This is an optimization exercise on Yosys and OpenROAD, whose aim is small area and a short achievable clock period, not a production implementation.
Where RTL was checked, it was by simulation tests only, not by an equivalence proof against the original.

==> 03-01 <==
// mac
module mac(
    input [15:0] x1,
    input [15:0] x2,
    input clk,
    input rst,
    input en,
    output [39:0] y
    );
clock: 12.0 ns
lec_check: 0
abc_area: 1
cap_margin: 20
core_margin: 2
core_utilization: 40
slew_margin: 20
run.sh (not shown) runs the stock make flow with config.mk's settings and CLKGATE_MAP_FILE= SYNTH_SCRIPT=/design/flow/synth_recipe.tcl, a recipe that flattens the netlist after the stock synthesis.
==> 08-12: changes against 03-01 <==
--- a/flow/config.mk
+++ b/flow/config.mk
@@ -11,2 +11,3 @@
 export CORE_UTILIZATION = 40
+export SETUP_SLACK_MARGIN = 5
 export SLEW_MARGIN = 20
==> notes <==
- 03-01 finished clean. 08-12 finished with timing, DRC and antenna clean.
- In final cell count, 08-12 and 03-01 do not differ.
- Of 08-12 and 03-01, 03-01 has the higher via count (gap about 0.35%, measured against 03-01).
- In critical path depth, 08-12 and 03-01 do not differ.
- In 08-12 the worst setup slack is better than in 03-01, by 0.61 ns.
- Between 08-12 and 03-01, the lower clock skew is in 03-01 (gap 0.00088 ns).
- Routed wire length is about the same in 03-01 and 08-12.
- Of 08-12 and 03-01, 03-01 has the higher sequential share of layout area (gap 0.056 points).
- In flip-flop and latch count, 08-12 and 03-01 do not differ.
- Core utilization: 08-12 is higher than 03-01 (0.17 points).
- Register-to-register slack is about the same in 03-01 and 08-12.
==> figures <==
metric                                                               03-01                    08-12
Status                                             complete, no violations  complete, no violations
Met2 Routed Length                                               14,130 um                14,190 um
Max Fanout on Critical Path                                             16                       17
GRT met1 Usage                                                      0.3226                   0.3214
Clk_skew                                                        0.01582 ns               0.01670 ns
Peak per-stage delay on the critical path                          0.72 ns                  0.62 ns
Layout-to-synthesis area ratio                                     1.1153x                  1.1194x
Worst Slack Setup Final                                           4.747 ns                 5.362 ns
Met3 global-route usage                                            0.03833                  0.04134
Area of the multi-input gates                                     8348 um2                 8394 um2
Via total after detailed routing                                     9,525                    9,492
GR Util All Layers                                                  0.2186                   0.2191
Routed wire length on met3                                         2522 um                  2338 um
Flip-flop and latch share of the layout cell area                   0.1513                   0.1507
Worst path bufs/invs                                                     2                        3
Min cycle time layout                                             7.253 ns                 6.638 ns
Post-route cell area                                            13,230 um2               13,280 um2
Util after Layout                                                   0.4501                   0.4517
Function was not checked in any run of this note: the RTL went through the layout flow alone.

==> v35 <==
Another version of the RTL of mac (not shown whole).
clock: 12.0 ns
lec_check: 0
abc_area: 1
cap_margin: 20
core_margin: 2
core_utilization: 60
cts_buf_list: sky130_fd_sc_hd__clkbuf_4 sky130_fd_sc_hd__clkbuf_8
gpl_timing_driven: 0
setup_slack_margin: 5
slew_margin: 20
synth_hierarchical: 1
standard.sh (not shown) runs the stock make flow with config.mk's settings and CLKGATE_MAP_FILE= SYNTH_SCRIPT=/design/flow/synth_recipe.tcl, a recipe that flattens the netlist after the stock synthesis.
==> flow/flow/run.sh <==
#!/bin/bash
# The standard layout (standard.sh: ORFS synthesis to final layout) with a
# few extra ORFS settings; the clock, constraints and synthesis script are
# unchanged. Settings come from flow/params.sh:
#   MARGIN      setup slack that repair_timing aims for (ns)
#   PORTBUF     cell used to buffer every input and output port
#   EXTRA       further ORFS make variables
set -u
. flow/params.sh
bash standard.sh SETUP_SLACK_MARGIN=$MARGIN "BUFFER_PORTS_ARGS=-buffer_cell $PORTBUF" $EXTRA finish > standard.log 2>&1
==> flow/flow/params.sh <==
MARGIN=6.5
PORTBUF=sky130_fd_sc_hd__buf_1
EXTRA="ABC_LOAD_IN_FF=2"
==> v38 (differences from v35) <==
--- a/flow/design.v
+++ b/flow/design.v
@@ -512,11 +512,12 @@
 wire pp7_14 = (one7 & (x1[14] ^ neg7)) | (two7 & (x1[13] ^ neg7));
 wire pp7_15 = (one7 & (x1[15] ^ neg7)) | (two7 & (x1[14] ^ neg7));
 wire pp7_16 = ~((one7 & (x1[15] ^ neg7)) | (two7 & (x1[15] ^ neg7)));
 wire s0n = ~pp0_16;
 wire [4:0] yi = y[18:14];
-wire [5:0] yinc = {1'b0, yi} + {5'b0, neg7};
+wire [5:0] yp1 = {1'b0, yi} + 6'd1;
+wire [5:0] yinc = neg7 ? yp1 : {1'b0, yi};
 ha_cell hs1 (.a(y[8]), .b(neg4), .s(s1), .co(c2));
 ha_cell hs3 (.a(y[9]), .b(pp0_9), .s(s3), .co(c4));
 fa_cell fs5 (.a(y[10]), .b(neg5), .c(pp0_10), .s(s5), .co(c6));
 ha_cell hs7 (.a(pp1_8), .b(pp2_6), .s(s7), .co(c8));
 fa_cell fs9 (.a(y[11]), .b(pp0_11), .c(pp1_9), .s(s9), .co(c10));
@@ -689,14 +690,58 @@
     S <= Sn;
     C <= Cn;
   end
 wire [39:0] ya = S[39:0], yb = {8'd0, C};
 wire [39:0] p0, g0;
-genvar gi;
-generate for (gi = 0; gi < 40; gi = gi + 1) begin : pg
-  ha_cell h (.a(ya[gi]), .b(yb[gi]), .s(p0[gi]), .co(g0[gi]));
-end endgenerate
+ha_cell pg0 (.a(ya[0]), .b(yb[0]), .s(p0[0]), .co(g0[0]));
+ha_cell pg1 (.a(ya[1]), .b(yb[1]), .s(p0[1]), .co(g0[1]));
+ha_cell pg2 (.a(ya[2]), .b(yb[2]), .s(p0[2]), .co(g0[2]));
+ha_cell pg3 (.a(ya[3]), .b(yb[3]), .s(p0[3]), .co(g0[3]));
+ha_cell pg4 (.a(ya[4]), .b(yb[4]), .s(p0[4]), .co(g0[4]));
+ha_cell pg5 (.a(ya[5]), .b(yb[5]), .s(p0[5]), .co(g0[5]));
+ha_cell pg6 (.a(ya[6]), .b(yb[6]), .s(p0[6]), .co(g0[6]));
+ha_cell pg7 (.a(ya[7]), .b(yb[7]), .s(p0[7]), .co(g0[7]));
+ha_cell pg8 (.a(ya[8]), .b(yb[8]), .s(p0[8]), .co(g0[8]));
+ha_cell pg9 (.a(ya[9]), .b(yb[9]), .s(p0[9]), .co(g0[9]));
+ha_cell pg10 (.a(ya[10]), .b(yb[10]), .s(p0[10]), .co(g0[10]));
+ha_cell pg11 (.a(ya[11]), .b(yb[11]), .s(p0[11]), .co(g0[11]));
+ha_cell pg12 (.a(ya[12]), .b(yb[12]), .s(p0[12]), .co(g0[12]));
+ha_cell pg13 (.a(ya[13]), .b(yb[13]), .s(p0[13]), .co(g0[13]));
+ha_cell pg14 (.a(ya[14]), .b(yb[14]), .s(p0[14]), .co(g0[14]));
+ha_cell pg15 (.a(ya[15]), .b(yb[15]), .s(p0[15]), .co(g0[15]));
+ha_cell pg16 (.a(ya[16]), .b(yb[16]), .s(p0[16]), .co(g0[16]));
+ha_cell pg17 (.a(ya[17]), .b(yb[17]), .s(p0[17]), .co(g0[17]));
+ha_cell pg18 (.a(ya[18]), .b(yb[18]), .s(p0[18]), .co(g0[18]));
+ha_cell pg19 (.a(ya[19]), .b(yb[19]), .s(p0[19]), .co(g0[19]));
+ha_cell pg20 (.a(ya[20]), .b(yb[20]), .s(p0[20]), .co(g0[20]));
+ha_cell pg21 (.a(ya[21]), .b(yb[21]), .s(p0[21]), .co(g0[21]));
+ha_cell pg22 (.a(ya[22]), .b(yb[22]), .s(p0[22]), .co(g0[22]));
+ha_cell pg23 (.a(ya[23]), .b(yb[23]), .s(p0[23]), .co(g0[23]));
+ha_cell pg24 (.a(ya[24]), .b(yb[24]), .s(p0[24]), .co(g0[24]));
+ha_cell pg25 (.a(ya[25]), .b(yb[25]), .s(p0[25]), .co(g0[25]));
+ha_cell pg26 (.a(ya[26]), .b(yb[26]), .s(p0[26]), .co(g0[26]));
+ha_cell pg27 (.a(ya[27]), .b(yb[27]), .s(p0[27]), .co(g0[27]));
+ha_cell pg28 (.a(ya[28]), .b(yb[28]), .s(p0[28]), .co(g0[28]));
+ha_cell pg29 (.a(ya[29]), .b(yb[29]), .s(p0[29]), .co(g0[29]));
+ha_cell pg30 (.a(ya[30]), .b(yb[30]), .s(p0[30]), .co(g0[30]));
+ha_cell pg31 (.a(ya[31]), .b(yb[31]), .s(p0[31]), .co(g0[31]));
+assign p0[32] = ya[32];
+assign g0[32] = 1'b0;
+assign p0[33] = ya[33];
+assign g0[33] = 1'b0;
+assign p0[34] = ya[34];
+assign g0[34] = 1'b0;
+assign p0[35] = ya[35];
+assign g0[35] = 1'b0;
+assign p0[36] = ya[36];
+assign g0[36] = 1'b0;
+assign p0[37] = ya[37];
+assign g0[37] = 1'b0;
+assign p0[38] = ya[38];
+assign g0[38] = 1'b0;
+assign p0[39] = ya[39];
+assign g0[39] = 1'b0;
 wire bg0_1 = g0[1] | (p0[1] & g0[0]);
 wire bp0_1 = p0[1] & p0[0];
 wire bg0_3 = g0[3] | (p0[3] & g0[2]);
 wire bp0_3 = p0[3] & p0[2];
 wire bg0_5 = g0[5] | (p0[5] & g0[4]);
- GPL_TIMING_DRIVEN: 0 -> not set
==> v31 (differences from v35) <==
--- a/flow/design.v
+++ b/flow/design.v
@@ -689,14 +689,58 @@
     S <= Sn;
     C <= Cn;
   end
 wire [39:0] ya = S[39:0], yb = {8'd0, C};
 wire [39:0] p0, g0;
-genvar gi;
-generate for (gi = 0; gi < 40; gi = gi + 1) begin : pg
-  ha_cell h (.a(ya[gi]), .b(yb[gi]), .s(p0[gi]), .co(g0[gi]));
-end endgenerate
+ha_cell pg0 (.a(ya[0]), .b(yb[0]), .s(p0[0]), .co(g0[0]));
+ha_cell pg1 (.a(ya[1]), .b(yb[1]), .s(p0[1]), .co(g0[1]));
+ha_cell pg2 (.a(ya[2]), .b(yb[2]), .s(p0[2]), .co(g0[2]));
+ha_cell pg3 (.a(ya[3]), .b(yb[3]), .s(p0[3]), .co(g0[3]));
+ha_cell pg4 (.a(ya[4]), .b(yb[4]), .s(p0[4]), .co(g0[4]));
+ha_cell pg5 (.a(ya[5]), .b(yb[5]), .s(p0[5]), .co(g0[5]));
+ha_cell pg6 (.a(ya[6]), .b(yb[6]), .s(p0[6]), .co(g0[6]));
+ha_cell pg7 (.a(ya[7]), .b(yb[7]), .s(p0[7]), .co(g0[7]));
+ha_cell pg8 (.a(ya[8]), .b(yb[8]), .s(p0[8]), .co(g0[8]));
+ha_cell pg9 (.a(ya[9]), .b(yb[9]), .s(p0[9]), .co(g0[9]));
+ha_cell pg10 (.a(ya[10]), .b(yb[10]), .s(p0[10]), .co(g0[10]));
+ha_cell pg11 (.a(ya[11]), .b(yb[11]), .s(p0[11]), .co(g0[11]));
+ha_cell pg12 (.a(ya[12]), .b(yb[12]), .s(p0[12]), .co(g0[12]));
+ha_cell pg13 (.a(ya[13]), .b(yb[13]), .s(p0[13]), .co(g0[13]));
+ha_cell pg14 (.a(ya[14]), .b(yb[14]), .s(p0[14]), .co(g0[14]));
+ha_cell pg15 (.a(ya[15]), .b(yb[15]), .s(p0[15]), .co(g0[15]));
+ha_cell pg16 (.a(ya[16]), .b(yb[16]), .s(p0[16]), .co(g0[16]));
+ha_cell pg17 (.a(ya[17]), .b(yb[17]), .s(p0[17]), .co(g0[17]));
+ha_cell pg18 (.a(ya[18]), .b(yb[18]), .s(p0[18]), .co(g0[18]));
+ha_cell pg19 (.a(ya[19]), .b(yb[19]), .s(p0[19]), .co(g0[19]));
+ha_cell pg20 (.a(ya[20]), .b(yb[20]), .s(p0[20]), .co(g0[20]));
+ha_cell pg21 (.a(ya[21]), .b(yb[21]), .s(p0[21]), .co(g0[21]));
+ha_cell pg22 (.a(ya[22]), .b(yb[22]), .s(p0[22]), .co(g0[22]));
+ha_cell pg23 (.a(ya[23]), .b(yb[23]), .s(p0[23]), .co(g0[23]));
+ha_cell pg24 (.a(ya[24]), .b(yb[24]), .s(p0[24]), .co(g0[24]));
+ha_cell pg25 (.a(ya[25]), .b(yb[25]), .s(p0[25]), .co(g0[25]));
+ha_cell pg26 (.a(ya[26]), .b(yb[26]), .s(p0[26]), .co(g0[26]));
+ha_cell pg27 (.a(ya[27]), .b(yb[27]), .s(p0[27]), .co(g0[27]));
+ha_cell pg28 (.a(ya[28]), .b(yb[28]), .s(p0[28]), .co(g0[28]));
+ha_cell pg29 (.a(ya[29]), .b(yb[29]), .s(p0[29]), .co(g0[29]));
+ha_cell pg30 (.a(ya[30]), .b(yb[30]), .s(p0[30]), .co(g0[30]));
+ha_cell pg31 (.a(ya[31]), .b(yb[31]), .s(p0[31]), .co(g0[31]));
+assign p0[32] = ya[32];
+assign g0[32] = 1'b0;
+assign p0[33] = ya[33];
+assign g0[33] = 1'b0;
+assign p0[34] = ya[34];
+assign g0[34] = 1'b0;
+assign p0[35] = ya[35];
+assign g0[35] = 1'b0;
+assign p0[36] = ya[36];
+assign g0[36] = 1'b0;
+assign p0[37] = ya[37];
+assign g0[37] = 1'b0;
+assign p0[38] = ya[38];
+assign g0[38] = 1'b0;
+assign p0[39] = ya[39];
+assign g0[39] = 1'b0;
 wire bg0_1 = g0[1] | (p0[1] & g0[0]);
 wire bp0_1 = p0[1] & p0[0];
 wire bg0_3 = g0[3] | (p0[3] & g0[2]);
 wire bp0_3 = p0[3] & p0[2];
 wire bg0_5 = g0[5] | (p0[5] & g0[4]);
==> flow/flow/params.sh (replaced) <==
MARGIN=6.8
PORTBUF=sky130_fd_sc_hd__buf_1
EXTRA="ABC_LOAD_IN_FF=2"
- GPL_TIMING_DRIVEN: 0 -> not set
==> v28 (differences from v35) <==
--- a/flow/design.v
+++ b/flow/design.v
@@ -512,11 +512,12 @@
 wire pp7_14 = (one7 & (x1[14] ^ neg7)) | (two7 & (x1[13] ^ neg7));
 wire pp7_15 = (one7 & (x1[15] ^ neg7)) | (two7 & (x1[14] ^ neg7));
 wire pp7_16 = ~((one7 & (x1[15] ^ neg7)) | (two7 & (x1[15] ^ neg7)));
 wire s0n = ~pp0_16;
 wire [4:0] yi = y[18:14];
-wire [5:0] yinc = {1'b0, yi} + {5'b0, neg7};
+wire [5:0] yp1 = {1'b0, yi} + 6'd1;
+wire [5:0] yinc = neg7 ? yp1 : {1'b0, yi};
 ha_cell hs1 (.a(y[8]), .b(neg4), .s(s1), .co(c2));
 ha_cell hs3 (.a(y[9]), .b(pp0_9), .s(s3), .co(c4));
 fa_cell fs5 (.a(y[10]), .b(neg5), .c(pp0_10), .s(s5), .co(c6));
 ha_cell hs7 (.a(pp1_8), .b(pp2_6), .s(s7), .co(c8));
 fa_cell fs9 (.a(y[11]), .b(pp0_11), .c(pp1_9), .s(s9), .co(c10));
@@ -689,14 +690,58 @@
     S <= Sn;
     C <= Cn;
   end
 wire [39:0] ya = S[39:0], yb = {8'd0, C};
 wire [39:0] p0, g0;
-genvar gi;
-generate for (gi = 0; gi < 40; gi = gi + 1) begin : pg
-  ha_cell h (.a(ya[gi]), .b(yb[gi]), .s(p0[gi]), .co(g0[gi]));
-end endgenerate
+ha_cell pg0 (.a(ya[0]), .b(yb[0]), .s(p0[0]), .co(g0[0]));
+ha_cell pg1 (.a(ya[1]), .b(yb[1]), .s(p0[1]), .co(g0[1]));
+ha_cell pg2 (.a(ya[2]), .b(yb[2]), .s(p0[2]), .co(g0[2]));
+ha_cell pg3 (.a(ya[3]), .b(yb[3]), .s(p0[3]), .co(g0[3]));
+ha_cell pg4 (.a(ya[4]), .b(yb[4]), .s(p0[4]), .co(g0[4]));
+ha_cell pg5 (.a(ya[5]), .b(yb[5]), .s(p0[5]), .co(g0[5]));
+ha_cell pg6 (.a(ya[6]), .b(yb[6]), .s(p0[6]), .co(g0[6]));
+ha_cell pg7 (.a(ya[7]), .b(yb[7]), .s(p0[7]), .co(g0[7]));
+ha_cell pg8 (.a(ya[8]), .b(yb[8]), .s(p0[8]), .co(g0[8]));
+ha_cell pg9 (.a(ya[9]), .b(yb[9]), .s(p0[9]), .co(g0[9]));
+ha_cell pg10 (.a(ya[10]), .b(yb[10]), .s(p0[10]), .co(g0[10]));
+ha_cell pg11 (.a(ya[11]), .b(yb[11]), .s(p0[11]), .co(g0[11]));
+ha_cell pg12 (.a(ya[12]), .b(yb[12]), .s(p0[12]), .co(g0[12]));
+ha_cell pg13 (.a(ya[13]), .b(yb[13]), .s(p0[13]), .co(g0[13]));
+ha_cell pg14 (.a(ya[14]), .b(yb[14]), .s(p0[14]), .co(g0[14]));
+ha_cell pg15 (.a(ya[15]), .b(yb[15]), .s(p0[15]), .co(g0[15]));
+ha_cell pg16 (.a(ya[16]), .b(yb[16]), .s(p0[16]), .co(g0[16]));
+ha_cell pg17 (.a(ya[17]), .b(yb[17]), .s(p0[17]), .co(g0[17]));
+ha_cell pg18 (.a(ya[18]), .b(yb[18]), .s(p0[18]), .co(g0[18]));
+ha_cell pg19 (.a(ya[19]), .b(yb[19]), .s(p0[19]), .co(g0[19]));
+ha_cell pg20 (.a(ya[20]), .b(yb[20]), .s(p0[20]), .co(g0[20]));
+ha_cell pg21 (.a(ya[21]), .b(yb[21]), .s(p0[21]), .co(g0[21]));
+ha_cell pg22 (.a(ya[22]), .b(yb[22]), .s(p0[22]), .co(g0[22]));
+ha_cell pg23 (.a(ya[23]), .b(yb[23]), .s(p0[23]), .co(g0[23]));
+ha_cell pg24 (.a(ya[24]), .b(yb[24]), .s(p0[24]), .co(g0[24]));
+ha_cell pg25 (.a(ya[25]), .b(yb[25]), .s(p0[25]), .co(g0[25]));
+ha_cell pg26 (.a(ya[26]), .b(yb[26]), .s(p0[26]), .co(g0[26]));
+ha_cell pg27 (.a(ya[27]), .b(yb[27]), .s(p0[27]), .co(g0[27]));
+ha_cell pg28 (.a(ya[28]), .b(yb[28]), .s(p0[28]), .co(g0[28]));
+ha_cell pg29 (.a(ya[29]), .b(yb[29]), .s(p0[29]), .co(g0[29]));
+ha_cell pg30 (.a(ya[30]), .b(yb[30]), .s(p0[30]), .co(g0[30]));
+ha_cell pg31 (.a(ya[31]), .b(yb[31]), .s(p0[31]), .co(g0[31]));
+assign p0[32] = ya[32];
+assign g0[32] = 1'b0;
+assign p0[33] = ya[33];
+assign g0[33] = 1'b0;
+assign p0[34] = ya[34];
+assign g0[34] = 1'b0;
+assign p0[35] = ya[35];
+assign g0[35] = 1'b0;
+assign p0[36] = ya[36];
+assign g0[36] = 1'b0;
+assign p0[37] = ya[37];
+assign g0[37] = 1'b0;
+assign p0[38] = ya[38];
+assign g0[38] = 1'b0;
+assign p0[39] = ya[39];
+assign g0[39] = 1'b0;
 wire bg0_1 = g0[1] | (p0[1] & g0[0]);
 wire bp0_1 = p0[1] & p0[0];
 wire bg0_3 = g0[3] | (p0[3] & g0[2]);
 wire bp0_3 = p0[3] & p0[2];
 wire bg0_5 = g0[5] | (p0[5] & g0[4]);
==> flow/flow/params.sh (replaced) <==
MARGIN=6.5
PORTBUF=sky130_fd_sc_hd__buf_1
EXTRA=""
- GPL_TIMING_DRIVEN: 0 -> not set
==> qor summary <==
item                                                                v28           v38           v31           v35
HPWL reported at the end of detailed placement                 17100 µm      17470 µm      17420 µm      18200 µm
Combined area of the multi-input logic cells               0.006650 mm²  0.006678 mm²  0.007370 mm²  0.006955 mm²
Clock period minus final worst setup slack                     5.426 ns      5.408 ns      5.212 ns      5.389 ns
Area grow syn2layout                                             7.958%        7.898%        20.20%        12.28%
Taps Inserted                                                       184           184           184           188
First-iteration detailed-routing DRC count                          451           447           508           608
Synth Area in Simple Gates                                       7.164%        7.185%        7.178%        7.972%
Number of placed instances, taps included                          1094          1093          1091          1179
Worst Setup EP                                                    C[19]         C[16]         C[16]         C[13]
Share of the yosys chip area belonging to registers              20.07%        20.13%        20.15%        19.76%
Most common cell after layout, fill and taps aside              xnor2_1             -       xnor2_1             -
Status                                 no timing/DRC/antenna violations  no timing/DRC/antenna violations  no timing/DRC/antenna violations  no timing/DRC/antenna violations
Final GP Congestion                                              0.9060        0.9094        0.8679        0.9462
Worst-case reg-to-reg path depth                                     21            21            21            20
Global-route usage over all layers                               28.75%        29.70%        29.75%        28.48%
Number of clock buffer instances in the layout                       12            11            11            11
Placement Rows                                                       44            44            44            45
Nonclk inv count                                                     69            69            67            69
Clock buffers and inverters, area share                          1.691%        1.788%        1.653%        1.967%
Pre-CTS setup slack                                            5.383 ns      5.324 ns      5.164 ns      5.822 ns
Detailed-routed wire length on met2                             9775 µm      10340 µm      10700 µm       9822 µm
The RTL of v35 was laid out without a check of its function.

separate check: timing with driven ports:
The flow's constraints put no driver on any port. The routed layouts listed below were extracted and timed again, unchanged, in two steps. Step 1, drivers: a clkbuf_16 drives clk and a buf_2 each remaining input, both assumed. Step 2 times the ports against the registers' clock, not the clock port: input delays grow and output delays shrink by t, the midpoint of the rising clock arrivals with the driver on. a / b / c = ideal / step 1 / step 2; a / b = the first two.
run | shift t [ns] | setup slack, ns | latest minus earliest clock arrival (ns) | worst register clock-pin slew, ns
03-01 | 0.379 | 4.747 / 4.763 / 4.384 | 0.016 / 0.016 | 0.07 / 0.07
08-12 | 0.378 | 5.362 / 5.377 / 4.999 | 0.017 / 0.017 | 0.07 / 0.07
v35 | 0.405 | 6.611 / 6.595 / 6.224 | 0.013 / 0.014 | 0.09 / 0.09
v38 | 0.418 | 6.592 / 6.574 / 6.182 | 0.013 / 0.013 | 0.09 / 0.09
v31 | 0.427 | 6.788 / 6.771 / 6.359 | 0.018 / 0.017 | 0.09 / 0.09
v28 | 0.406 | 6.574 / 6.589 / 6.183 | 0.010 / 0.010 | 0.08 / 0.08
After both steps setup and hold are still met in every run listed. For v31, which loses most, drivers alone change the setup slack by -0.017 ns; drivers and shift together by -0.429 ns.
